Background: an optimization exercise with open tools, aiming at small area. Do not read the settings as production practice. Where RTL was checked, it was by simulation tests only, not by an equivalence proof against the original. Function not checked in run 3: the RTL went through the layout flow alone. In every run shown here, the design's own scripts or RTL, not TritonCTS, make the clock network. The clock input has no modelled driver; a real chip could not lean on it and would need a root buffer or a full tree. No activity file was given, so power comes from the tool's default toggle rates.

### flow/area05.abc
strash
&get -n
&st
&syn2
&dch
&put
amap
topo
dnsize
### flow/area04.abc
strash
&get -n
&st
&syn2
&deepsyn -T 30 -S 21
&dch
&nf -R 1000 -p
&put
topo
dnsize
### flow/area09.abc
strash
&get -n
&st
&syn2
&deepsyn -T 30 -S 71
&dch -f
&put
amap
topo
dnsize
### flow/synth.tcl
# The standard flow's synthesis script (synth_recipe.tcl), with ABC run on an area-oriented
# script (AREA_ABC_SCRIPT, one of flow/area*.abc) instead of ORFS's speed script. Everything before ABC,
# including the flip-flop mapping, is unchanged, so the registers are the same.
proc synth {args} { yosys synth -nofsm -noshare {*}$args }
proc abc {args} {
  set i [lsearch -exact $args -script]
  if {$i >= 0} { lset args [expr {$i + 1}] $::env(AREA_ABC_SCRIPT) }
  yosys abc {*}$args
}
source $::env(SCRIPTS_DIR)/synth.tcl
# left out here: clear keep_hierarchy, flatten, clean up, hide names made inside functions, write 1_2_yosys.v
### flow/area02.abc
strash
&get -n
&st
&syn2
&deepsyn -T 30 -S 3
&dch -f
&nf -R 1000 -p -F 8 -A 8
&put
topo
dnsize
### flow/area07.abc
strash
&get -n
&st
&syn2
&deepsyn -T 40 -S 71
&dch -f
&nf -R 1000 -p -F 8 -A 8
&put
topo
dnsize
### flow/post_cts.tcl
# After CTS: replace the clock tree by a few buffers fed straight from the clock port,
# let the reset port's buffer drive the reset pins itself, then legalise.
source $::env(MY_FLOW_DIR)/clkbuf.tcl
source $::env(MY_FLOW_DIR)/rstbuf.tcl
my_clock_buffers [expr {$::env(MY_CLK_SLEW_PS) / 1000.0}]
my_merge_reset_buffer rst_n 1.0
detailed_placement
estimate_parasitics -placement
### flow/area03.abc
strash
&get -n
&st
&syn2
&deepsyn -T 30 -S 3
&dch
&put
amap
topo
dnsize
### flow/area01.abc
strash
&get -n
&st
&syn2
&dch
&nf -R 1000 -p
&put
topo
dnsize
### standard.sh
#!/bin/bash
# synth_recipe.tcl (not shown) runs the flow's synth.tcl, then flattens the netlist and writes it again
# the make line also repeats each setting of config.mk as NAME=value (left out here)
make -C /OpenROAD-flow-scripts/flow DESIGN_CONFIG=/design/flow/config.mk WORK_HOME=/design/flow/orfs CLKGATE_MAP_FILE= SYNTH_SCRIPT=/design/flow/synth_recipe.tcl "${@:-finish}"
### flow/run.sh
#!/bin/bash
# The standard layout with these changes:
#  - the logic is mapped with area-oriented ABC scripts (flow/synth.tcl, flow/area*.abc).
#    The standard synthesis runs first; the smallest area-mapped netlist, whose registers
#    are the same, then gets the standard synthesis's register names (flow/pair_regs.py)
#    and replaces the standard netlist before floorplanning;
#  - every port gets the smallest buffer (buf_1) instead of the default;
#  - the reset port's buffer (a buf_4) drives the reset pins without a second buffer
#    (flow/rstbuf.tcl);
#  - one tie cell drives all constant outputs (SKIP_REPAIR_TIE_FANOUT).
# Each tool's output goes to a log file of its own in this folder.
set -euo pipefail
W=$PWD
R=orfs/results/sky130hd/clock_top/base
export MY_FLOW_DIR=$W/flow
export BUFFER_PORTS_ARGS="-buffer_cell sky130_fd_sc_hd__buf_1"
export CTS_ARGS="-sink_clustering_enable -repair_clock_nets -dont_use_dummy_load"
export POST_CTS_TCL=$W/flow/post_cts.tcl
export MY_CLK_SLEW_PS=120
export SKIP_REPAIR_TIE_FANOUT=1

# 1. standard synthesis
bash standard.sh synth > std_synth.log 2>&1
cp $R/1_2_yosys.v std_1_2_yosys.v
# 2. area-oriented syntheses, one per ABC script (flow/area*.abc), each in a folder of its
#    own and run side by side; the one with the smallest cell area is kept
best=""; best_area=""
n=0
pids=()
for abc in flow/area*.abc; do
  k=$(basename $abc .abc)
  sed -e "s#SYNTH_SCRIPT=[^ ]*#SYNTH_SCRIPT=$W/flow/synth.tcl#" \
      -e "s#WORK_HOME=[^ ]*#WORK_HOME=$W/orfs_$k#" standard.sh > synth_$k.sh
  AREA_ABC_SCRIPT=$W/$abc bash synth_$k.sh synth > synth_$k.log 2>&1 &
  pids+=($!)
  n=$((n + 1))
  # at most NUM_CORES at a time: ABC's deep synthesis runs on a time budget
  if (( n % ${NUM_CORES:-4} == 0 )); then
    for p in "${pids[@]}"; do wait $p || true; done
    pids=()
  fi
done
for p in "${pids[@]}"; do wait $p || true; done
for abc in flow/area*.abc; do
  k=$(basename $abc .abc)
  stat=orfs_$k/reports/sky130hd/clock_top/base/synth_stat.txt
  net=orfs_$k/results/sky130hd/clock_top/base/1_2_yosys.v
  [[ -f $stat && -f $net ]] || continue
  a=$(awk '/Chip area for module/ {print $NF}' $stat | tail -1)
  echo "$k $a" >> synth_areas.log
  if [[ -z "$best" ]] || awk -v a=$a -v b=$best_area 'BEGIN {exit !(a < b)}'; then best=$k; best_area=$a; fi
done
echo "kept $best $best_area" >> synth_areas.log
# 3. the kept netlist, with the standard register names, replaces the standard netlist
if [[ -n "$best" ]] && python3 flow/pair_regs.py std_1_2_yosys.v orfs_$best/results/sky130hd/clock_top/base/1_2_yosys.v > paired_1_2_yosys.v 2> pair_regs.log; then
  cp paired_1_2_yosys.v $R/1_2_yosys.v
else
  cat pair_regs.log || true
fi
# 4. the rest of the standard flow
bash standard.sh > flow.log 2>&1
### flow/area08.abc
strash
&get -n
&st
&syn2
&deepsyn -T 30 -S 71
&dch
&nf -R 1000 -p
&put
topo
dnsize
### flow/area11.abc
strash
&get -n
&st
&syn2
&deepsyn -T 30 -S 97 -o
&dch
&nf -R 1000 -p
&put
topo
dnsize
### config.mk
export PLATFORM = sky130hd
export DESIGN_NAME = clock_top
export DESIGN_NICKNAME = clock_top
export VERILOG_FILES = /design/flow/design.v
export SDC_FILE = /design/flow/constraint.sdc
export NUM_CORES = 4
export LEC_CHECK = 0
export CAP_MARGIN = 0
export CORE_MARGIN = 2
export CORE_UTILIZATION = 40
export SLEW_MARGIN = 0
### flow/clkbuf.tcl

proc myclk_sinks {} {
  # disconnect every register clock pin from the existing clock tree and delete the tree
  set block [ord::get_db_block]
  set clknet [[$block findBTerm clk] getNet]
  set sinks {}
  set todo [list $clknet]
  set dead {}
  set deadnets {}
  while {[llength $todo]} {
    set net [lindex $todo 0]; set todo [lrange $todo 1 end]
    foreach it [$net getITerms] {
      if {[$it getIoType] != "INPUT"} continue
      set inst [$it getInst]
      set m [[$inst getMaster] getName]
      if {[string match "sky130_fd_sc_hd__clkbuf*" $m] || [string match "sky130_fd_sc_hd__buf_*" $m]} {
        foreach o [$inst getITerms] { if {[$o getIoType] == "OUTPUT" && [$o getNet] != "NULL"} { lappend todo [$o getNet] } }
        lappend dead $inst
      } else {
        lappend sinks $it
      }
    }
    if {$net != $clknet} { lappend deadnets $net }
  }
  foreach it $sinks { $it disconnect }
  foreach inst $dead { odb::dbInst_destroy $inst }
  foreach n $deadnets { odb::dbNet_destroy $n }
  return $sinks
}

proc myclk_kmeans {pts K} {
  set n [llength $pts]
  set sorted [lsort -integer -index 0 $pts]
  set cs {}
  for {set k 0} {$k < $K} {incr k} { lappend cs [lindex $sorted [expr {int(($k + 0.5) * $n / $K)}]] }
  for {set iter 0} {$iter < 50} {incr iter} {
    set asg {}
    foreach p $pts {
      set best 0; set bd 1e18
      for {set k 0} {$k < $K} {incr k} {
        set c [lindex $cs $k]
        set d [expr {abs([lindex $p 0]-[lindex $c 0]) + abs([lindex $p 1]-[lindex $c 1])}]
        if {$d < $bd} { set bd $d; set best $k }
      }
      lappend asg $best
    }
    set ncs {}
    for {set k 0} {$k < $K} {incr k} {
      set sx 0; set sy 0; set c 0
      foreach p $pts a $asg { if {$a == $k} { set sx [expr {$sx + [lindex $p 0]}]; set sy [expr {$sy + [lindex $p 1]}]; incr c } }
      if {$c} { lappend ncs [list [expr {$sx / $c}] [expr {$sy / $c}]] } else { lappend ncs [lindex $cs $k] }
    }
    set cs $ncs
  }
  return [list $asg $cs]
}

proc myclk_build {sinks K cell} {
  set block [ord::get_db_block]
  set clknet [[$block findBTerm clk] getNet]
  set pts {}
  foreach it $sinks { set b [[$it getInst] getBBox]; lappend pts [list [expr {([$b xMin]+[$b xMax])/2}] [expr {([$b yMin]+[$b yMax])/2}]] }
  lassign [myclk_kmeans $pts $K] asg cs
  set master [[ord::get_db] findMaster $cell]
  set insts {}
  for {set k 0} {$k < $K} {incr k} {
    set inst [odb::dbInst_create $block $master clkbuf_my_$k]
    set net [odb::dbNet_create $block clknet_my_$k]
    $net setSigType CLOCK
    [$inst findITerm A] connect $clknet
    [$inst findITerm X] connect $net
    foreach it $sinks a $asg { if {$a == $k} { $it connect $net } }
    set c [lindex $cs $k]
    $inst setLocation [expr {int([lindex $c 0])}] [expr {int([lindex $c 1])}]
    $inst setPlacementStatus PLACED
    lappend insts $inst
  }
  return $insts
}

proc myclk_unbuild {sinks insts} {
  foreach it $sinks { $it disconnect }
  foreach inst $insts {
    set net [[$inst findITerm X] getNet]
    odb::dbInst_destroy $inst
    odb::dbNet_destroy $net
  }
}

proc myclk_max_slew {} {
  estimate_parasitics -placement
  set m 0
  foreach p [get_pins -hierarchical */CLK] { set s [get_property $p slew_max]; if {$s > $m} { set m $s } }
  return $m
}

proc myclk_area {insts} {
  set a 0
  foreach inst $insts { set m [$inst getMaster]; set a [expr {$a + [$m getWidth] * [$m getHeight]}] }
  return $a
}

proc my_clock_buffers {limit} {
  # For K = 1..4 buffers: start from clkbuf_16 everywhere, then shrink each buffer as far as
  # the slew limit allows. Keep the K with the smallest total buffer area.
  set sinks [myclk_sinks]
  set db [ord::get_db]
  set sizes {sky130_fd_sc_hd__clkbuf_16 sky130_fd_sc_hd__clkbuf_8 sky130_fd_sc_hd__clkbuf_4 sky130_fd_sc_hd__clkbuf_2}
  set best ""
  for {set K 1} {$K <= 4} {incr K} {
    set insts [myclk_build $sinks $K sky130_fd_sc_hd__clkbuf_16]
    set s [myclk_max_slew]
    if {$s <= $limit} {
      foreach inst $insts {
        foreach cell [lrange $sizes 1 end] {
          set old [[$inst getMaster] getName]
          $inst swapMaster [$db findMaster $cell]
          if {[myclk_max_slew] > $limit} { $inst swapMaster [$db findMaster $old]; break }
        }
      }
      set s [myclk_max_slew]
      set cells [lmap inst $insts { [$inst getMaster] getName }]
      set area [myclk_area $insts]
      puts "my_clock_buffers: K=$K [join $cells { }], estimated clock-pin slew [format %.1f [expr {$s * 1000}]] ps"
      if {$best == "" || $area < [lindex $best 0]} { set best [list $area $K $cells] }
    } else {
      puts "my_clock_buffers: K=$K clkbuf_16 only, estimated clock-pin slew [format %.1f [expr {$s * 1000}]] ps"
    }
    myclk_unbuild $sinks $insts
  }
  if {$best == ""} { set best [list 0 4 [lrepeat 4 sky130_fd_sc_hd__clkbuf_16]] }
  lassign $best area K cells
  set insts [myclk_build $sinks $K sky130_fd_sc_hd__clkbuf_16]
  foreach inst $insts cell $cells { $inst swapMaster [$db findMaster $cell] }
  puts "my_clock_buffers: keeping [join $cells { }] for [llength $sinks] registers, estimated clock-pin slew [format %.1f [expr {[myclk_max_slew] * 1000}]] ps"
}
### constraint.sdc
create_clock -name core_clock -period 15.0 [get_ports {clk}]
set_input_delay 3.0000 -clock core_clock [delete_from_list [all_inputs] [get_ports {clk}]]
set_output_delay 3.0000 -clock core_clock [all_outputs]
set_load 0.01 [all_outputs]
### flow/area06.abc
strash
&get -n
&st
&syn2
&deepsyn -T 30 -S 47
&dch -f
&nf -R 1000 -p -F 8 -A 8
&put
topo
dnsize
### flow/area10.abc
strash
&get -n
&st
&syn2
&deepsyn -T 30 -S 89
&dch -f
&nf -R 1000 -p -F 8 -A 8
&put
topo
dnsize
### flow/pair_regs.py
#!/usr/bin/env python3
"""Give the registers of the area-mapped netlist the instance names the standard synthesis
gave them. Both netlists come from the same design up to ABC, so each register drives the
same named net in both; registers are paired by that net. Other cells with generated names
(_NNN_) get a prefix so they cannot clash.
usage: pair_regs.py STANDARD.v AREA.v > OUT.v   (exit 1 if the registers do not pair)"""
import re, sys

INST = re.compile(r'^  (sky130_fd_sc_hd__\w+) (\\\S+ |\S+) \($')

def blocks(text):
    """yields (start line, end line, cell type, instance name, {pin: net})"""
    lines = text.split('\n')
    i = 0
    while i < len(lines):
        m = INST.match(lines[i])
        if m:
            j = i
            pins = {}
            while not lines[j].rstrip().endswith(');'):
                j += 1
                pm = re.match(r'^\s*\.(\w+)\((.*?)\)\s*,?\s*(\);)?\s*$', lines[j])
                if pm: pins[pm.group(1)] = pm.group(2).strip()
            yield i, j, m.group(1), m.group(2), pins
            i = j + 1
        else:
            i += 1

def is_reg(cell): return re.match(r'sky130_fd_sc_hd__(df|sdf|edf|dl)', cell) is not None
def base(cell): return re.sub(r'_\d+$', '', cell)

std = open(sys.argv[1]).read()
area = open(sys.argv[2]).read()
std_regs = {}
for _, _, cell, name, pins in blocks(std):
    if is_reg(cell): std_regs[pins['Q']] = (name, base(cell))
lines = area.split('\n')
seen = set()
for i, j, cell, name, pins in blocks(area):
    if is_reg(cell):
        q = pins.get('Q')
        if q not in std_regs or std_regs[q][1] != base(cell) or q in seen:
            sys.exit(f"pair_regs: register {name} ({cell}, Q {q}) has no partner")
        seen.add(q)
        new = std_regs[q][0]
    elif re.fullmatch(r'_\d+_', name):
        new = '_a' + name[1:]
    else:
        continue
    lines[i] = f'  {cell} {new} ('
if seen != set(std_regs):
    sys.exit(f"pair_regs: {len(std_regs) - len(seen)} standard registers have no partner")
sys.stdout.write('\n'.join(lines))
### flow/area12.abc
strash
&get -n
&st
&syn2
&deepsyn -T 30 -S 5
&dch
&nf -R 1000 -p
&put
topo
dnsize
### flow/rstbuf.tcl
# The reset input's port buffer feeds a second buffer that drives the registers' reset pins.
# Drive everything from the port buffer instead (sized up to buf_4) when the reset pins'
# estimated slew stays under a limit; otherwise leave the net as it is.
proc my_merge_reset_buffer {port limit} {
  set block [ord::get_db_block]
  set db [ord::get_db]
  set net [[$block findBTerm $port] getNet]
  set pbuf ""
  foreach it [$net getITerms] { if {[$it getIoType] == "INPUT"} { set pbuf [$it getInst] } }
  if {$pbuf == "" || [llength [$net getITerms]] != 1} { puts "my_merge_reset_buffer: no port buffer"; return }
  set pnet [[$pbuf findITerm X] getNet]
  set bufs {}
  foreach it [$pnet getITerms] {
    if {[$it getIoType] != "INPUT"} continue
    set m [[[$it getInst] getMaster] getName]
    if {[string match "sky130_fd_sc_hd__buf_*" $m] || [string match "sky130_fd_sc_hd__clkbuf_*" $m]} { lappend bufs [$it getInst] }
  }
  if {[llength $bufs] != 1} { puts "my_merge_reset_buffer: [llength $bufs] second buffers, nothing done"; return }
  set b [lindex $bufs 0]
  set bnet [[$b findITerm X] getNet]
  set loads {}
  foreach it [$bnet getITerms] { if {[$it getIoType] == "INPUT"} { lappend loads $it } }
  if {[llength [$bnet getBTerms]] != 0} { puts "my_merge_reset_buffer: second buffer drives a port"; return }
  set oldm [[$pbuf getMaster] getName]
  foreach it $loads { $it disconnect; $it connect $pnet }
  [$b findITerm A] disconnect
  $pbuf swapMaster [$db findMaster sky130_fd_sc_hd__buf_4]
  estimate_parasitics -placement
  set m 0
  foreach it $loads {
    set pin [get_pins -of_objects [get_cells [[$it getInst] getName]] -filter "name == [[$it getMTerm] getName]"]
    set s [get_property $pin slew_max]
    if {$s > $m} { set m $s }
  }
  if {$m <= $limit} {
    odb::dbInst_destroy $b
    odb::dbNet_destroy $bnet
    puts "my_merge_reset_buffer: [llength $loads] loads now on the port buffer (buf_4), estimated slew [format %.0f [expr {$m * 1000}]] ps"
  } else {
    foreach it $loads { $it disconnect; $it connect $bnet }
    [$b findITerm A] connect $pnet
    $pbuf swapMaster [$db findMaster $oldm]
    puts "my_merge_reset_buffer: estimated slew [format %.0f [expr {$m * 1000}]] ps over the limit, nothing done"
  }
}
### design.v
module DigitTo7Seg(input [3:0] digit, output [6:0] segment);
	wire d0 = digit[0];
	wire d1 = digit[1];
	wire d2 = digit[2];
	wire d3 = digit[3];
	assign segment[0] = (d0 & ~d1 & ~d2 & ~d3) | (~d0 & ~d1 & d2);
	assign segment[1] = (d0 & ~d1 & d2) | (~d0 & d1 & d2);
	assign segment[2] = (~d0 & d1 & ~d2);
	assign segment[3] = (d0 & ~d1 & ~d2) | (~d0 & ~d1 & d2) | (d0 & d1 & d2);
	assign segment[4] = (d0) | (~d1 & d2);
	assign segment[5] = (d0 & ~d2 & ~d3) | (d1 & ~d2) | (d0 & d1);
	assign segment[6] = (~d1 & ~d2 & ~d3) | (d0 & d1 & d2);
endmodule
module Digit5To7Seg(input [2:0] digit, output [6:0] segment);
	wire d0 = digit[0];
	wire d1 = digit[1];
	wire d2 = digit[2];
	assign segment[0] = (d0 & ~d1 & ~d2) | (d1 & d2);
	assign segment[1] = (d0 & ~d1 & d2);
	assign segment[2] = (~d0 & d1);
	assign segment[3] = (d0 & ~d1 & ~d2) | (d1 & d2);
	assign segment[4] = (d0);
	assign segment[5] = (d0 & ~d2) | (~d0 & d1);
	assign segment[6] = (~d1 & ~d2);
endmodule
module Digit2To7Seg(input [1:0] digit, output [6:0] segment);
	wire d0 = digit[0];
	wire d1 = digit[1];
	assign segment[0] = (d0);
	assign segment[1] = 1'b0;
	assign segment[2] = (~d0 & d1);
	assign segment[3] = (d0);
	assign segment[4] = (d0);
	assign segment[5] = (d1);
	assign segment[6] = (~d1) | (d0);
endmodule
module TimeTo7Seg(input [3:0] mu, input [2:0] mt, input [3:0] hu, input [1:0] ht,
	output [6:0] segment0, segment1, segment2, segment3);
	DigitTo7Seg digitTo7Seg0(mu, segment0);
	Digit5To7Seg digitTo7Seg1(mt, segment1);
	DigitTo7Seg digitTo7Seg2(hu, segment2);
	Digit2To7Seg digitTo7Seg3(ht, segment3);
endmodule
module TimeOfDay(input clk, input rst_n, input keyMin_n, input keyHour_n, input mtick,
	output reg [3:0] mu, output reg [2:0] mt, output reg [3:0] hu, output reg [1:0] ht);
	reg minKeyOld, hourKeyOld;
	wire bm = ~keyMin_n & minKeyOld;
	wire bh = ~keyHour_n & hourKeyOld;
	wire tk = mtick;
	wire mu0 = mu[0];
	wire mu1 = mu[1];
	wire mu2 = mu[2];
	wire mu3 = mu[3];
	wire mt0 = mt[0];
	wire mt1 = mt[1];
	wire mt2 = mt[2];
	wire hu0 = hu[0];
	wire hu1 = hu[1];
	wire hu2 = hu[2];
	wire hu3 = hu[3];
	wire ht0 = ht[0];
	wire ht1 = ht[1];
	wire mov = ~((~bm & ~tk) | (~mt2) | (~mu3) | (~mu0 & ~bm) | (mt1) | (~mu0 & ~tk));
	always @(posedge clk or negedge rst_n)
		if (!rst_n) begin
			minKeyOld <= 1'b1;
			hourKeyOld <= 1'b1;
			mu <= 4'd0;
			mt <= 3'd0;
			hu <= 4'd0;
			ht <= 2'd0;
		end else begin
			minKeyOld <= keyMin_n;
			hourKeyOld <= keyHour_n;
			mu <= {(mu1 & mu2 & bm & tk) | (mu0 & mu1 & mu2 & tk) | (mu0 & mu1 & mu2 & bm) | (mu3 & ~bm & ~tk) | (~mu0 & mu3 & ~tk) | (~mu0 & mu3 & ~bm), (mu0 & mu1 & ~mu2 & tk) | (mu2 & ~bm & ~tk) | (mu1 & ~mu2 & bm & tk) | (mu0 & mu1 & ~mu2 & bm) | (~mu1 & mu2) | (~mu0 & mu2 & ~tk) | (~mu0 & mu2 & ~bm), ~((~mu1 & ~bm & ~tk) | (~mu0 & ~mu1 & ~tk) | (mu0 & mu1 & bm) | (~mu0 & ~mu1 & ~bm) | (mu1 & bm & tk) | (mu0 & mu1 & tk) | (mu3)), (~mu0 & ~bm & tk) | (mu0 & ~bm & ~tk) | (~mu0 & bm & ~tk) | (mu0 & ~mt2 & bm & tk) | (mu0 & ~mu3 & bm & tk) | (mu0 & mt1 & bm & tk)};
			mt <= {~((~mt2 & ~bm & ~tk) | (~mt0) | (~mu3 & ~mt2) | (~mu0 & ~mt2 & ~bm) | (mu0 & mu3 & ~mt1 & bm) | (mu3 & ~mt1 & bm & tk) | (mu0 & mu3 & ~mt1 & tk) | (~mu0 & ~mt2 & ~tk)), ~((~mt1 & ~bm & ~tk) | (~mt0 & ~mt1) | (~mu3 & ~mt1) | (~mu0 & ~mt1 & ~bm) | (mu0 & mu3 & mt2 & bm) | (mu0 & mu3 & mt2 & tk) | (mu3 & mt2 & bm & tk) | (~mu0 & ~mt1 & ~tk)), (mt0 & ~bm & ~tk) | (mu0 & mu3 & ~mt0 & bm) | (~mu3 & mt0) | (mu3 & ~mt0 & bm & tk) | (mu0 & mu3 & ~mt0 & tk) | (~mu0 & mt0 & ~bm) | (~mu0 & mt0 & ~tk) | (mt0 & mt1)};
			hu <= {(hu1 & hu2 & bh & mov) | (hu0 & hu1 & hu2 & mov) | (hu0 & hu1 & hu2 & bh) | (hu3 & ~bh & ~mov) | (~hu0 & hu3 & ~mov) | (~hu0 & hu3 & ~bh), ~((~hu2 & ~bh & ~mov) | (~hu1 & ~hu2) | (~hu0 & ~hu2 & ~bh) | (~hu0 & ~hu2 & ~mov) | (~ht0 & ht1) | (hu1 & hu2 & bh & mov) | (hu0 & hu1 & hu2 & mov) | (hu0 & hu1 & hu2 & bh)), (hu0 & ~hu1 & ~hu3 & mov) | (hu1 & ~bh & ~mov) | (~hu0 & hu1 & ~bh) | (~hu1 & ~hu3 & bh & mov) | (hu0 & ~hu1 & ~hu3 & bh) | (~hu0 & hu1 & ~mov), ~((~hu0 & ~bh & ~mov) | (hu0 & ~bh & mov) | (~hu0 & bh & mov) | (hu0 & bh & ~mov) | (hu1 & ~ht0 & ht1 & bh & mov))};
			ht <= {(hu0 & hu3 & mov) | (ht1 & ~bh & ~mov) | (~hu1 & ht1) | (~hu0 & ht1 & ~bh) | (~hu0 & ht1 & ~mov) | (hu3 & bh & mov) | (hu0 & hu3 & bh) | (ht0), (~hu3 & ht0) | (~hu0 & ht0 & ~mov) | (hu3 & ~ht0 & bh & mov) | (~hu0 & ht0 & ~bh) | (ht0 & ~bh & ~mov) | (hu0 & hu3 & ~ht0 & mov) | (hu0 & hu3 & ~ht0 & bh)};
		end
endmodule
module UartTx(input clk, input rst_n, input send_n, input utick, input [7:0] dataBits,
	output ready, output reg tx);
	reg [3:0] st;
	reg req;
	wire s0 = st[0], s1 = st[1], s2 = st[2], s3 = st[3];
	wire rq = req | ~send_n;
	wire tk = utick;
	wire idle = (~s2 & ~s3);
	wire [7:0] g = {dataBits[7], dataBits[6], dataBits[5], dataBits[4], dataBits[3], dataBits[2], dataBits[1], dataBits[0]};
	assign ready = idle;
	always @(posedge clk or negedge rst_n)
		if (!rst_n) begin
			st <= 4'd0;
			req <= 1'b0;
			tx <= 1'b1;
		end else begin
			req <= rq & ~(utick & idle);
			st <= {(~s2 & rq & tk) | (s3 & ~tk) | (~s1 & s3) | (~s0 & s3) | (s0 & ~s2), (s2 & ~tk) | (s0 & s1 & tk) | (s2 & s3), (s1 & ~tk) | (s0 & ~s1 & tk) | (~s0 & s1), (s0 & ~tk) | (~s0 & s3 & tk)};
			if (utick & ~(idle & ~rq))
				tx <= st[3] ? g[st[2:0]] : ~idle;
		end
endmodule
module clock_top(
	input clk,
	input rst_n,
	input [3:1] key_n,
	input [9:0] sw,
	output [6:0] hex0,
	output [6:0] hex1,
	output [6:0] hex2,
	output [6:0] hex3,
	output [7:0] ledg
);
	assign ledg[0] = ~rst_n | ~key_n[1] | ~key_n[2] | ~key_n[3] | sw[9] | sw[8];
	assign ledg[7:3] = 5'b00000;
	wire mtick, utick;
	TimeBase timeBase(.clk(clk), .rst_n(rst_n), .utick(utick), .mtick(mtick));
	wire [3:0] mu, hu;
	wire [2:0] mt;
	wire [1:0] ht;
	TimeOfDay timeOfDay(.clk(clk), .rst_n(rst_n), .keyMin_n(key_n[2]), .keyHour_n(key_n[3]),
		.mtick(mtick), .mu(mu), .mt(mt), .hu(hu), .ht(ht));
	TimeTo7Seg timeTo7Seg(.mu(mu), .mt(mt), .hu(hu), .ht(ht),
		.segment0(hex0), .segment1(hex1), .segment2(hex2), .segment3(hex3));
	UartTx uartTx(.clk(clk), .rst_n(rst_n), .send_n(key_n[1]), .utick(utick),
		.dataBits(sw[7:0]), .ready(ledg[1]), .tx(ledg[2]));
endmodule
module TimeBase(input clk, input rst_n, output utick, output mtick);
	reg [1:0] j;
	reg [4:0] c32;
	reg [3:0] c9;
	reg [6:0] c125;
	reg [2:0] c5;
	wire jt = j[1] & ~j[0];
	wire t9 = (~c9[0] & ~c9[2] & c9[3]);
	wire t125 = (~c125[0] & ~c125[1] & ~c125[2] & ~c125[3] & ~c125[4] & ~c125[5] & c125[6]);
	wire t5 = (c5[2]);
	assign utick = jt & t125 & t5;
	assign mtick = jt & (&c32) & t9 & t125;
	wire s0 = c5[0];
	wire s1 = c5[1];
	wire s2 = c5[2];
	wire en = t125;
	always @(posedge clk or negedge rst_n)
		if (!rst_n) begin
			j <= 2'd0;
			c32 <= 5'd0;
			c9 <= 4'd0;
			c125 <= 7'd0;
			c5 <= 3'd0;
		end else begin
			j <= {j[0], ~j[1]};
			c32 <= c32 + {4'd0, jt};
			c9 <= {c9[2:0], (~c9[0] & ~c9[1] & ~c9[3]) | (c9[0] & c9[3])};
			c125 <= {c125[5:0], (~c125[4] & ~c125[6]) | (c125[5] & ~c125[6]) | (c125[4] & ~c125[5] & c125[6])};
			c5 <= {(~s0 & s1 & en) | (s2 & ~en), (s0 & en) | (s1 & ~en), (~s1 & ~s2 & en) | (s0 & ~en)};
		end
endmodule
==> results of run 1 <==
[layout make-up]
cell class              instances  area, um^2
inverters                      10       37.54
plain buffers                   4       30.03
flip-flops and latches         42        1055
multi-input cells             118       711.9
fillers                       448        2590
well taps                      54       67.56
repair buffers                 44       168.9
[power by group]
part           internal, mW  total [mW]  switching (mW)
Combinational        0.0427       0.112          0.0691
Clock                0.0128      0.0384          0.0256
Sequential            0.127       0.150          0.0226
Total                 0.182       0.300           0.117
[final timing paths]
| check | start | end | slack, ns | cells after the start |
|---|---|---|---|---|
| setup / recovery | rst_n | ledg[0] | 8.02 | 5 |
| hold reg to reg | timeBase.c125[4] | timeBase.c125[5] | 0.38 | 0 |
| min in group asynchronous | rst_n | timeBase.j[0] | 2.80 | 1 |
| setup reg to reg | timeBase.c125[0] | timeOfDay.ht[1] | 11.85 | 10 |
| hold / removal | timeBase.c125[4] | timeBase.c125[5] | 0.38 | 0 |
| max in group asynchronous | rst_n | timeOfDay.hourKeyOld | 11.84 | 1 |
[placed cells by master (no fill, tap or decap), types with 4 or more instances in the layout]
cell type / count
nor2b_1: 6
nand3_1: 13
a21oi_1: 11
o21ai_0: 10
clkinv_1: 10
nand2b_1: 6
nand2_1: 17
buf_1: 43
nor2_1: 15
dfrtp_1: 39
clkbuf_4: 4
xnor2_1: 7
nor3_1: 4
[metal layers]
metal | vias up | share of wire [%]
met2 | 32 | 42
met4 | 0 | 1.0
li1 | 687 | -
met5 | - | 0
met3 | 3 | 4.7
met1 | 586 | 52
[critical path, delay by kind of cell]
kind	cells	cell delay, ns
buffers and inverters	2	0.56
and+or+nand+nor	3	0.41
[stage by stage]
| stage | setup WS, ns | hold WS (ns) | total power [mW] | util (%) | instances |
|---|---|---|---|---|---|
| 2_1_floorplan | 8.700 | 0.3454 | 0.2344 | - | 184 |
| 3_3_place_gp | 7.866 | 0.3595 | 0.2646 | 43.89 | 269 |
| 3_5_place_dp | 7.844 | 0.3673 | 0.2650 | 43.89 | 269 |
| 5_1_grt | 7.840 | 0.3972 | 0.3293 | 44.43 | 272 |
| 6_report | 8.018 | 0.3774 | 0.2998 | 44.43 | 272 |
==> notes.md, run 1 <==
clk slew on worst S/H paths 0.09 ns; count of final setup violators 0; Slowest-stage cell, CP buf_4; DP Area 0.002046 mm^2; 1st-iter DRT viols 59; GR Layer Usage met1 16.77%; Cell Area, Synth 0.001909 mm^2; Tcrit/Tclk final 46.55%; core footprint 0.004661 mm^2; largest net degree at the start of global routing 44; Worst setup SP type primary input; Worst EP arrival 3.98 ns; slew at the pin with the worst max-slew slack 0.5557 ns; status finished clean; most used routing layer met2; DR WL/cell 11.24 um; Sink Count 42; GRT Residual Overflow 0; n_diodes 0; MaxCap Viol Count 0; Core Rows 25; Cells after Synth 184; Routed Antenna Nets 0; nets 237; Port Buffers 44; met2 Use GR 20.42%; DR vias/cell 4.809; Data required, critical path 12.00 ns; Skew-Pair Late Insertion Delay 0.17 ns; Max VDD drop 0.04849 mV; synth-to-layout area growth 8.454%; min-delay worst type reg -> reg; worst path cell trace buf_4, nand2_1, nor3_1, nand3_1, buf_1; placed wire-length estimate 2285 um; Die Width 73.09 um; die height 73.09 um; number of global-route vias before repair 1232; synth warn 3; Final Cell Area 0.002071 mm^2; die area 0.005342 mm^2; Setup crit end kind primary output; routability congestion estimate 0.7572; Final Slew Violations 0; final hold viol count 0; Fin Setup TNS 0 ns; crit path max fanout 43; syn nets 201; RSZ-0062 raised after global routing false; IO Count 51; Avg Cell Area, Syn 10.38 um^2; Min Clock Period, post-route 6.982 ns; met3 usage 3.039%; first-pass GRT wire length 5285 um; f_max 0.1432 GHz; Tot GR Track Use 12.53%; Max-slew headroom 62.43%; pwr dens 144.8 mW/mm^2; initial antenna violation count 0; Initial Util 40.97%; CP Class in -> out; drt pass-1 iters 4; CP max stage delay 0.42 ns; vias post-DR 1308; leak pwr 0.8382 nW; drt total wl 3056 um; DRC viols 0; worst clock skew 0.02172 ns; layout cells sized above 1 4.587%
==> run 2, diff against run 1 <==
--- a/flow/run.sh
+++ b/flow/run.sh
@@ -3,7 +3,8 @@
 #  - the logic is mapped with area-oriented ABC scripts (flow/synth.tcl, flow/area*.abc).
 #    The standard synthesis runs first; the smallest area-mapped netlist, whose registers
 #    are the same, then gets the standard synthesis's register names (flow/pair_regs.py)
-#    and replaces the standard netlist before floorplanning;
+#    and replaces the standard netlist before floorplanning. These syntheses leave the
+#    adders to ABC (ADDER_MAP_FILE empty) instead of mapping them to half/full adder cells;
 #  - every port gets the smallest buffer (buf_1) instead of the default;
 #  - the reset port's buffer (a buf_4) drives the reset pins without a second buffer
 #    (flow/rstbuf.tcl);
@@ -31,7 +32,7 @@
   k=$(basename $abc .abc)
   sed -e "s#SYNTH_SCRIPT=[^ ]*#SYNTH_SCRIPT=$W/flow/synth.tcl#" \
       -e "s#WORK_HOME=[^ ]*#WORK_HOME=$W/orfs_$k#" standard.sh > synth_$k.sh
-  AREA_ABC_SCRIPT=$W/$abc bash synth_$k.sh synth > synth_$k.log 2>&1 &
+  AREA_ABC_SCRIPT=$W/$abc bash synth_$k.sh ADDER_MAP_FILE= synth > synth_$k.log 2>&1 &
   pids+=($!)
   n=$((n + 1))
   # at most NUM_CORES at a time: ABC's deep synthesis runs on a time budget
==> flow/area03.abc (replaced) <==
strash
&get -n
&st
&syn2
&deepsyn -T 30 -S 13
&dch -f
&nf -R 1000 -p -F 8 -A 8
&put
topo
dnsize
==> flow/area05.abc (replaced) <==
strash
&get -n
&st
&deepsyn -T 30 -S 29
&syn2
&dch
&nf -R 1000 -p
&put
topo
dnsize
==> flow/area09.abc (replaced) <==
strash
&get -n
&st
&syn2
&deepsyn -T 30 -S 41
&dch -f
&nf -R 1000 -p -F 8 -A 8
&put
topo
dnsize
==> run 2 against run 1 <==
  * Sequential power fell by 5%
  * Hold slack got worse by 0.0072 ns
  * Via count is 4.6% higher
  * Final area is 0.42% lower
  * Highest routed layer unchanged
  * Still clean
  * Area after synthesis fell by 0.46%
  * Clock power grew 1%
  * Largest power group unchanged
==> notes.md, run 2 <==
Data required, critical path 12.00 ns (about the same); Reg2Reg Setup Slack 11.52 ns (-0.33 ns); n_diodes 0 (unchanged); Max-slew headroom 65.11% (+2.7 points); synth-to-layout area growth 8.493% (about the same); DRC viols 0 (unchanged); most common cell after layout, fill and taps aside buf_1; Cell Area, Synth 0.001901 mm^2 (-0.46%); DR vias/cell 4.939 (+2.7%); Setup crit end kind primary output; WHS Path Cells 0 (unchanged); number of global-route vias before repair 1205 (-2.2%); GRT Residual Overflow 0 (unchanged); layout cells sized above 1 4.484% (-0.10 points); final hold viol count 0 (unchanged); Worst setup SP type primary input; pwr dens 130.4 mW/mm^2 (-9.9%); worst clock skew 0.01436 ns (-0.007352 ns); pre-CTS setup slack 7.776 ns (-0.06814 ns); Die Width 72.93 um (-0.22%); Routed Antenna Nets 0 (unchanged); nets 240 (+1.3%); Avg Cell Area, Syn 10.06 um^2 (-3.1%); Cells after Synth 189 (+2.7%); WHS Endpoint timeBase.c9[3]; most frequent cells in the layout buf_1 (43), dfrtp_1 (39), nor2_1 (21); vias post-DR 1368 (+4.6%); Tot GR Track Use 13.26% (+0.74 points); DP Cell Count 274 (+1.9%); Max VDD drop 0.05659 mV (+17%); largest net degree at the start of global routing 44 (unchanged); Fin Setup TNS 0 ns (unchanged); syn nets 204 (+1.5%); fin worst setup slack 7.941 ns (-0.07701 ns); Core Rows 25 (unchanged); Final Slew Violations 0 (unchanged); min-delay worst type reg -> reg; placed wire-length estimate 2344 um (+2.6%); Initial Util 40.78% (-0.19 points); MaxCap Viol Count 0 (unchanged); 1st-iter DRT viols 55 (-6.8%); first-pass GRT wire length 5395 um (+2.1%); Sink Count 42 (unchanged); drt total wl 3158 um (+3.3%); Min Clock Period, post-route 7.059 ns (+0.07701 ns); Skew-Pair Late Insertion Delay 0.17 ns (about the same); slew at the pin with the worst max-slew slack 0.5234 ns (-0.03233 ns); Hold Startpoint timeBase.c9[2]; routability congestion estimate 0.7460 (-1.5%); die area 0.005319 mm^2 (-0.44%); crit path max fanout 43 (unchanged); Crit Reg-Reg Startpoint timeBase.j[1]; f_max 0.1417 GHz (-1.1%); synth warn 3 (unchanged); core footprint 0.004661 mm^2 (unchanged); Pwr Total 0.2689 mW (-10%); count of final setup violators 0 (unchanged); reg2reg end timeOfDay.ht[1]; DR WL/cell 11.40 um (+1.5%); status finished clean; Tcrit/Tclk final 47.06% (+0.51 points); die height 72.93 um (-0.22%); CP Class in -> out; r2r worst-path depth 13 (+3); leak pwr 0.8335 nW (-0.55%); clk slew on worst S/H paths 0.11 ns (+0.02 ns); drt pass-1 iters 4 (unchanged); RSZ-0062 raised after global routing false; initial antenna violation count 0 (unchanged); Worst EP arrival 4.06 ns (+0.08 ns); fin cells 277 (+1.8%); Port Buffers 44 (unchanged); IO Count 51 (unchanged)
[run 2: worst max path at each step]
| stage | from | to | slack (ns) |
|---|---|---|---|
| global route | rst_n | ledg[0] | 7.73 |
| floorplan | sw[9] | ledg[0] | 8.70 |
| global placement | rst_n | ledg[0] | 7.77 |
| finish | rst_n | ledg[0] | 7.94 |
| detailed placement | rst_n | ledg[0] | 7.78 |
[run 2: metal layers]
layer	routed length [um]	global-route usage (%)
met1	1478	16.95
met2	1518	22.32
met3	134	2.901
met4	27	4.527
met5	0	0
[run 2: area by class of cell]
class	instances	area [um^2]
fillers	466	2599
repair buffers	44	168.9
well taps	54	67.56
inverters	9	33.78
flip-flops and latches	42	1055
plain buffers	4	30.03
multi-input cells	124	706.9
[run 2: where the power goes]
group / internal (mW) / switching [mW] / leakage [nW]
clock: 0.0128 / 0.0261 / 0.0184
sequential: 0.125 / 0.0178 / 0.491
combinational: 0.0339 / 0.0538 / 0.324
total: 0.171 / 0.0976 / 0.834
[run 2: worst max-delay path, cell delays in order]
cell,delay [ns]
buf_4,0.42
nand2_1,0.10
nor3_1,0.26
nand3_1,0.12
buf_1,0.14
[run 2: stage by stage]
step           cell area (um^2)  util (%)  hold slack (ns)
6_report                   2062     44.24           0.3702
5_1_grt                    2062     44.24           0.3784
2_1_floorplan              1901         -           0.3465
3_3_place_gp               2037     43.70           0.3510
3_5_place_dp               2037     43.70           0.3601
==> run 3, diff against run 2 <==
--- a/design.v
+++ b/design.v
@@ -72,9 +72,9 @@
 		end else begin
 			minKeyOld <= keyMin_n;
 			hourKeyOld <= keyHour_n;
-			mu <= {(mu1 & mu2 & bm & tk) | (mu0 & mu1 & mu2 & tk) | (mu0 & mu1 & mu2 & bm) | (mu3 & ~bm & ~tk) | (~mu0 & mu3 & ~tk) | (~mu0 & mu3 & ~bm), (mu0 & mu1 & ~mu2 & tk) | (mu2 & ~bm & ~tk) | (mu1 & ~mu2 & bm & tk) | (mu0 & mu1 & ~mu2 & bm) | (~mu1 & mu2) | (~mu0 & mu2 & ~tk) | (~mu0 & mu2 & ~bm), ~((~mu1 & ~bm & ~tk) | (~mu0 & ~mu1 & ~tk) | (mu0 & mu1 & bm) | (~mu0 & ~mu1 & ~bm) | (mu1 & bm & tk) | (mu0 & mu1 & tk) | (mu3)), (~mu0 & ~bm & tk) | (mu0 & ~bm & ~tk) | (~mu0 & bm & ~tk) | (mu0 & ~mt2 & bm & tk) | (mu0 & ~mu3 & bm & tk) | (mu0 & mt1 & bm & tk)};
+			mu <= {(mu1 & mu2 & bm & tk) | (mu0 & mu1 & mu2 & tk) | (mu0 & mu1 & mu2 & bm) | (mu3 & ~bm & ~tk) | (~mu0 & mu3 & ~tk) | (~mu0 & mu3 & ~bm), (mu0 & mu1 & ~mu2 & tk) | (mu2 & ~bm & ~tk) | (mu1 & ~mu2 & bm & tk) | (mu0 & mu1 & ~mu2 & bm) | (~mu1 & mu2) | (~mu0 & mu2 & ~tk) | (~mu0 & mu2 & ~bm), (mu0 & ~mu1 & ~mu3 & ~mt2 & tk) | (mu1 & ~mu3 & ~mt2 & ~bm & ~tk) | (~mu1 & ~mu3 & ~mt2 & bm & tk) | (mu0 & ~mu1 & ~mu3 & ~mt2 & bm) | (~mu0 & mu1 & ~mu3 & ~mt2 & ~tk) | (~mu0 & mu1 & ~mu3 & ~mt2 & ~bm) | (mu0 & ~mu1 & ~mu3 & mt0 & tk) | (~mu1 & ~mu3 & mt0 & bm & tk) | (mu0 & ~mu1 & ~mu3 & mt0 & bm) | (~mu0 & mu1 & ~mu3 & mt0 & ~bm) | (~mu0 & mu1 & ~mu3 & mt0 & ~tk) | (mu1 & ~mu3 & mt0 & ~bm & ~tk), (~mu0 & ~bm & tk) | (mu0 & ~bm & ~tk) | (~mu0 & bm & ~tk) | (mu0 & ~mt2 & bm & tk) | (mu0 & ~mu3 & bm & tk) | (mu0 & mt1 & bm & tk)};
 			mt <= {~((~mt2 & ~bm & ~tk) | (~mt0) | (~mu3 & ~mt2) | (~mu0 & ~mt2 & ~bm) | (mu0 & mu3 & ~mt1 & bm) | (mu3 & ~mt1 & bm & tk) | (mu0 & mu3 & ~mt1 & tk) | (~mu0 & ~mt2 & ~tk)), ~((~mt1 & ~bm & ~tk) | (~mt0 & ~mt1) | (~mu3 & ~mt1) | (~mu0 & ~mt1 & ~bm) | (mu0 & mu3 & mt2 & bm) | (mu0 & mu3 & mt2 & tk) | (mu3 & mt2 & bm & tk) | (~mu0 & ~mt1 & ~tk)), (mt0 & ~bm & ~tk) | (mu0 & mu3 & ~mt0 & bm) | (~mu3 & mt0) | (mu3 & ~mt0 & bm & tk) | (mu0 & mu3 & ~mt0 & tk) | (~mu0 & mt0 & ~bm) | (~mu0 & mt0 & ~tk) | (mt0 & mt1)};
-			hu <= {(hu1 & hu2 & bh & mov) | (hu0 & hu1 & hu2 & mov) | (hu0 & hu1 & hu2 & bh) | (hu3 & ~bh & ~mov) | (~hu0 & hu3 & ~mov) | (~hu0 & hu3 & ~bh), ~((~hu2 & ~bh & ~mov) | (~hu1 & ~hu2) | (~hu0 & ~hu2 & ~bh) | (~hu0 & ~hu2 & ~mov) | (~ht0 & ht1) | (hu1 & hu2 & bh & mov) | (hu0 & hu1 & hu2 & mov) | (hu0 & hu1 & hu2 & bh)), (hu0 & ~hu1 & ~hu3 & mov) | (hu1 & ~bh & ~mov) | (~hu0 & hu1 & ~bh) | (~hu1 & ~hu3 & bh & mov) | (hu0 & ~hu1 & ~hu3 & bh) | (~hu0 & hu1 & ~mov), ~((~hu0 & ~bh & ~mov) | (hu0 & ~bh & mov) | (~hu0 & bh & mov) | (hu0 & bh & ~mov) | (hu1 & ~ht0 & ht1 & bh & mov))};
+			hu <= {(hu1 & hu2 & bh & mov) | (hu0 & hu1 & hu2 & mov) | (hu0 & hu1 & hu2 & bh) | (hu3 & ~bh & ~mov) | (~hu0 & hu3 & ~mov) | (~hu0 & hu3 & ~bh), ~((~hu2 & ~bh & ~mov) | (~hu1 & ~hu2) | (~hu0 & ~hu2 & ~bh) | (~hu0 & ~hu2 & ~mov) | (~ht0 & ht1) | (hu1 & hu2 & bh & mov) | (hu0 & hu1 & hu2 & mov) | (hu0 & hu1 & hu2 & bh)), (hu0 & ~hu1 & ~hu3 & mov) | (hu1 & ~bh & ~mov) | (~hu0 & hu1 & ~bh) | (~hu1 & ~hu3 & bh & mov) | (hu0 & ~hu1 & ~hu3 & bh) | (~hu0 & hu1 & ~mov), (~hu0 & ~bh & mov) | (hu0 & ~bh & ~mov) | (~hu0 & bh & ~mov) | (hu0 & ~hu1 & bh & mov) | (hu0 & ~ht1 & bh & mov) | (hu0 & ht0 & bh & mov)};
 			ht <= {(hu0 & hu3 & mov) | (ht1 & ~bh & ~mov) | (~hu1 & ht1) | (~hu0 & ht1 & ~bh) | (~hu0 & ht1 & ~mov) | (hu3 & bh & mov) | (hu0 & hu3 & bh) | (ht0), (~hu3 & ht0) | (~hu0 & ht0 & ~mov) | (hu3 & ~ht0 & bh & mov) | (~hu0 & ht0 & ~bh) | (ht0 & ~bh & ~mov) | (hu0 & hu3 & ~ht0 & mov) | (hu0 & hu3 & ~ht0 & bh)};
 		end
 endmodule
@@ -95,7 +95,7 @@
 			tx <= 1'b1;
 		end else begin
 			req <= rq & ~(utick & idle);
-			st <= {(~s2 & rq & tk) | (s3 & ~tk) | (~s1 & s3) | (~s0 & s3) | (s0 & ~s2), (s2 & ~tk) | (s0 & s1 & tk) | (s2 & s3), (s1 & ~tk) | (s0 & ~s1 & tk) | (~s0 & s1), (s0 & ~tk) | (~s0 & s3 & tk)};
+			st <= {(~s2 & rq & tk) | (s3 & ~tk) | (~s1 & s3) | (~s0 & s3) | (s0 & ~s2), (s2 & ~tk) | (s0 & s1 & tk) | (s2 & s3), (s1 & s3 & ~tk) | (s0 & ~s1 & s3 & tk) | (~s0 & s1 & s3), (s0 & ~tk) | (~s0 & s3 & tk)};
 			if (utick & ~(idle & ~rq))
 				tx <= st[3] ? g[st[2:0]] : ~idle;
 		end
@@ -153,6 +153,6 @@
 			c32 <= c32 + {4'd0, jt};
 			c9 <= {c9[2:0], (~c9[0] & ~c9[1] & ~c9[3]) | (c9[0] & c9[3])};
 			c125 <= {c125[5:0], (~c125[4] & ~c125[6]) | (c125[5] & ~c125[6]) | (c125[4] & ~c125[5] & c125[6])};
-			c5 <= {(~s0 & s1 & en) | (s2 & ~en), (s0 & en) | (s1 & ~en), (~s1 & ~s2 & en) | (s0 & ~en)};
+			c5 <= {(~s0 & s1 & ~s2 & en) | (~s0 & ~s1 & s2 & ~en), (s0 & en) | (s1 & ~en), ~((~s0 & ~en) | (s1 & en) | (s2))};
 		end
 endmodule
==> run 3 against run 2 <==
  * Final area grew 0.67%
  * Sequential cell count unchanged
  * Via count fell by 0.73%
  * Sequential power rose by 8%
  * Global-route usage fell by 0.29 points
  * Power up 18%
  * Highest routed layer unchanged
  * Largest cell class unchanged
  * Final cell count fell by 0.72%
  * Utilization grew 0.30 points
==> notes.md, run 3 <==
number of global-route vias before repair 1261 (+4.6%); most frequent cells in the layout buf_1 (43), dfrtp_1 (39), a21oi_1 (23); CP Class in -> out; drt total wl 2996 um (-5.1%); Fillers 443 (-4.9%); die height 72.96 um (about the same); Slowest-stage cell, CP buf_4; Skew-Pair Late Insertion Delay 0.17 ns (about the same); worst path cell trace buf_4, nand2_1, nor3_1, nand3_1, buf_1; Reg2Reg Setup Slack 11.22 ns (-0.30 ns); Core Rows 25 (unchanged); placed wire-length estimate 2239 um (-4.5%); status finished clean; crit path max fanout 43 (unchanged); clk slew on worst S/H paths 0.09 ns (-0.02 ns); core footprint 0.004661 mm^2 (unchanged); slew at the pin with the worst max-slew slack 0.6106 ns (+0.08721 ns); Avg Cell Area, Syn 10.17 um^2 (+1.1%); DR WL/cell 10.89 um (-4.4%); syn nets 202 (-0.98%); 1st-iter DRT viols 64 (+16%); Switching Power 0.1266 mW (+30%); GRT Residual Overflow 0 (unchanged); Tcrit/Tclk final 46.95% (-0.11 points); first-pass GRT wire length 5444 um (+0.91%); die area 0.005322 mm^2 (about the same); Final Cell Area 0.002076 mm^2 (+0.67%); Cell Area, Synth 0.001902 mm^2 (about the same); MaxCap Viol Count 0 (unchanged); Register Area 0.001055 mm^2 (unchanged); most common cell after layout, fill and taps aside buf_1; internal power component 0.1912 mW (+12%); Final Slew Violations 0 (unchanged); Max-slew headroom 58.86% (-6.2 points); Clk pwr share 13.2% (-1.3 points); count of final setup violators 0 (unchanged); synth warn 3 (unchanged); vias post-DR 1358 (-0.73%); Net Sw Frac 39.84% (+3.5 points); Min Clock Period, post-route 7.042 ns (-0.01685 ns); CP max stage delay 0.43 ns (about the same); final hold viol count 0 (unchanged); Setup crit end kind primary output; DR vias/cell 4.938 (about the same); drt pass-1 iters 4 (unchanged); area of the multi-input gates 696.9 um^2 (-1.4%); largest register by flop count timeBase.c125; DP Area 0.002046 mm^2 (+0.43%); Seq pwr share 48.2% (-4.7 points); routability congestion estimate 0.7188 (-3.6%); Die Width 72.96 um (about the same); fin util 44.54% (+0.30 points); Routed Antenna Nets 0 (unchanged); Port Buffers 44 (unchanged); f_max 0.1420 GHz (+0.24%); Max VDD drop 0.06418 mV (+13%); n_diodes 0 (unchanged); fin cells 275 (-0.72%); Worst EP arrival 4.04 ns (-0.02 ns); Largest register FFs 7; synth-to-layout area growth 9.145%; min-delay worst type reg -> reg; RSZ-0062 raised after global routing false; layout cells sized above 1 4.525% (+0.041 points); Worst setup SP type primary input; leak pwr 0.8352 nW (+0.20%); combinational power share 38.6% (+6.0 points); Tot GR Track Use 12.97% (-0.29 points); nets 238 (-0.83%); IO Count 51 (unchanged); Fin Setup TNS 0 ns (unchanged); worst clock skew 0.02353 ns (+0.009168 ns); WHS 0.3765 ns (+0.006261 ns); biggest regs timeBase.c125: 7 flops, timeBase.c32: 5 flops; largest net degree at the start of global routing 44 (unchanged); pwr dens 153.1 mW/mm^2 (+17%); Data required, critical path 12.00 ns (about the same); Initial Util 40.81% (about the same); DP Cell Count 273 (-0.36%); Cells after Synth 187 (-1.1%); DRC viols 0 (unchanged); Sink Count 42 (unchanged); initial antenna violation count 0 (unchanged)
[run 3: metal layers]
metal,up-vias,global-route usage (%),share of wire [%]
met2,30,20.61,47
met1,629,17.85,48
met3,5,2.901,3.8
met5,-,0,0
li1,694,-,-
met4,0,3.909,1.3
[run 3: path summary, 6_finish.rpt]
kind	start	to	depth (start not counted)
max	rst_n	ledg[0]	5
min	timeBase.c125[0]	timeBase.c125[1]	0
max reg2reg	timeBase.j[1]	timeOfDay.ht[1]	13
min reg2reg	timeBase.c125[0]	timeBase.c125[1]	0
max in group asynchronous	rst_n	timeOfDay.minKeyOld	1
min in group asynchronous	rst_n	timeBase.c32[0]	1
[run 3: final cells by class]
type	count	share of cell area, %
flip-flops and latches	42	50.81
multi-input cells	119	33.57
repair buffers	45	8.499
well taps	54	3.255
inverters	12	2.170
plain buffers	3	1.688
[run 3: critical path: cells and delay by family]
family	cells	cell delay, ns
buf+inv	2	0.57
simple gates	3	0.47
[run 3: power by group through the flow]
stage                     logic (mW)  registers, mW  clock network, mW
after global placement         0.123          0.155                  0
after detailed placement       0.125          0.156                  0
after floorplan               0.0975          0.150                  0
after global routing           0.141          0.157             0.0490
final                          0.123          0.153             0.0419
[run 3: through the flow]
step / setup slack (ns) / total power, mW
after global routing: 7.700 / 0.3469
after detailed placement: 7.775 / 0.2808
final: 7.958 / 0.3178
after global placement: 7.782 / 0.2782
after floorplan: 8.700 / 0.2475

[afterwards: timing with drivers on the ports]
The flow's constraints put no driver on any port. The routed layouts listed below were extracted and timed again, unchanged, in two steps.
Step 1 (the two cells are an assumption about what drives the block):
set clk [get_ports {clk}]
set_driving_cell -lib_cell sky130_fd_sc_hd__clkbuf_16 $clk
set_driving_cell -lib_cell sky130_fd_sc_hd__buf_2 [delete_from_list [all_inputs] $clk]
Step 2 times the ports against the registers' clock, not the clock port: input delays grow and output delays shrink by t, the midpoint of the rising clock arrivals with the driver on.
a / b / c = ideal ports / drivers / drivers and shift; a / b = the first two.
run | t (ns) | slack for setup (ns) | hold WS [ns] | worst data-port slew with drivers (ns)
run 1 | 0.197 | 8.018 / 7.995 / 7.995 | 0.377 / 0.377 / 0.377 | 0.03
run 2 | 0.203 | 7.941 / 7.919 / 7.919 | 0.370 / 0.370 / 0.370 | 0.03
run 3 | 0.197 | 7.958 / 7.936 / 7.936 | 0.377 / 0.377 / 0.377 | 0.03
After both steps every run listed still meets setup and hold. For run 1, which loses most, drivers alone change the setup slack by -0.023 ns; drivers and shift together by -0.023 ns.
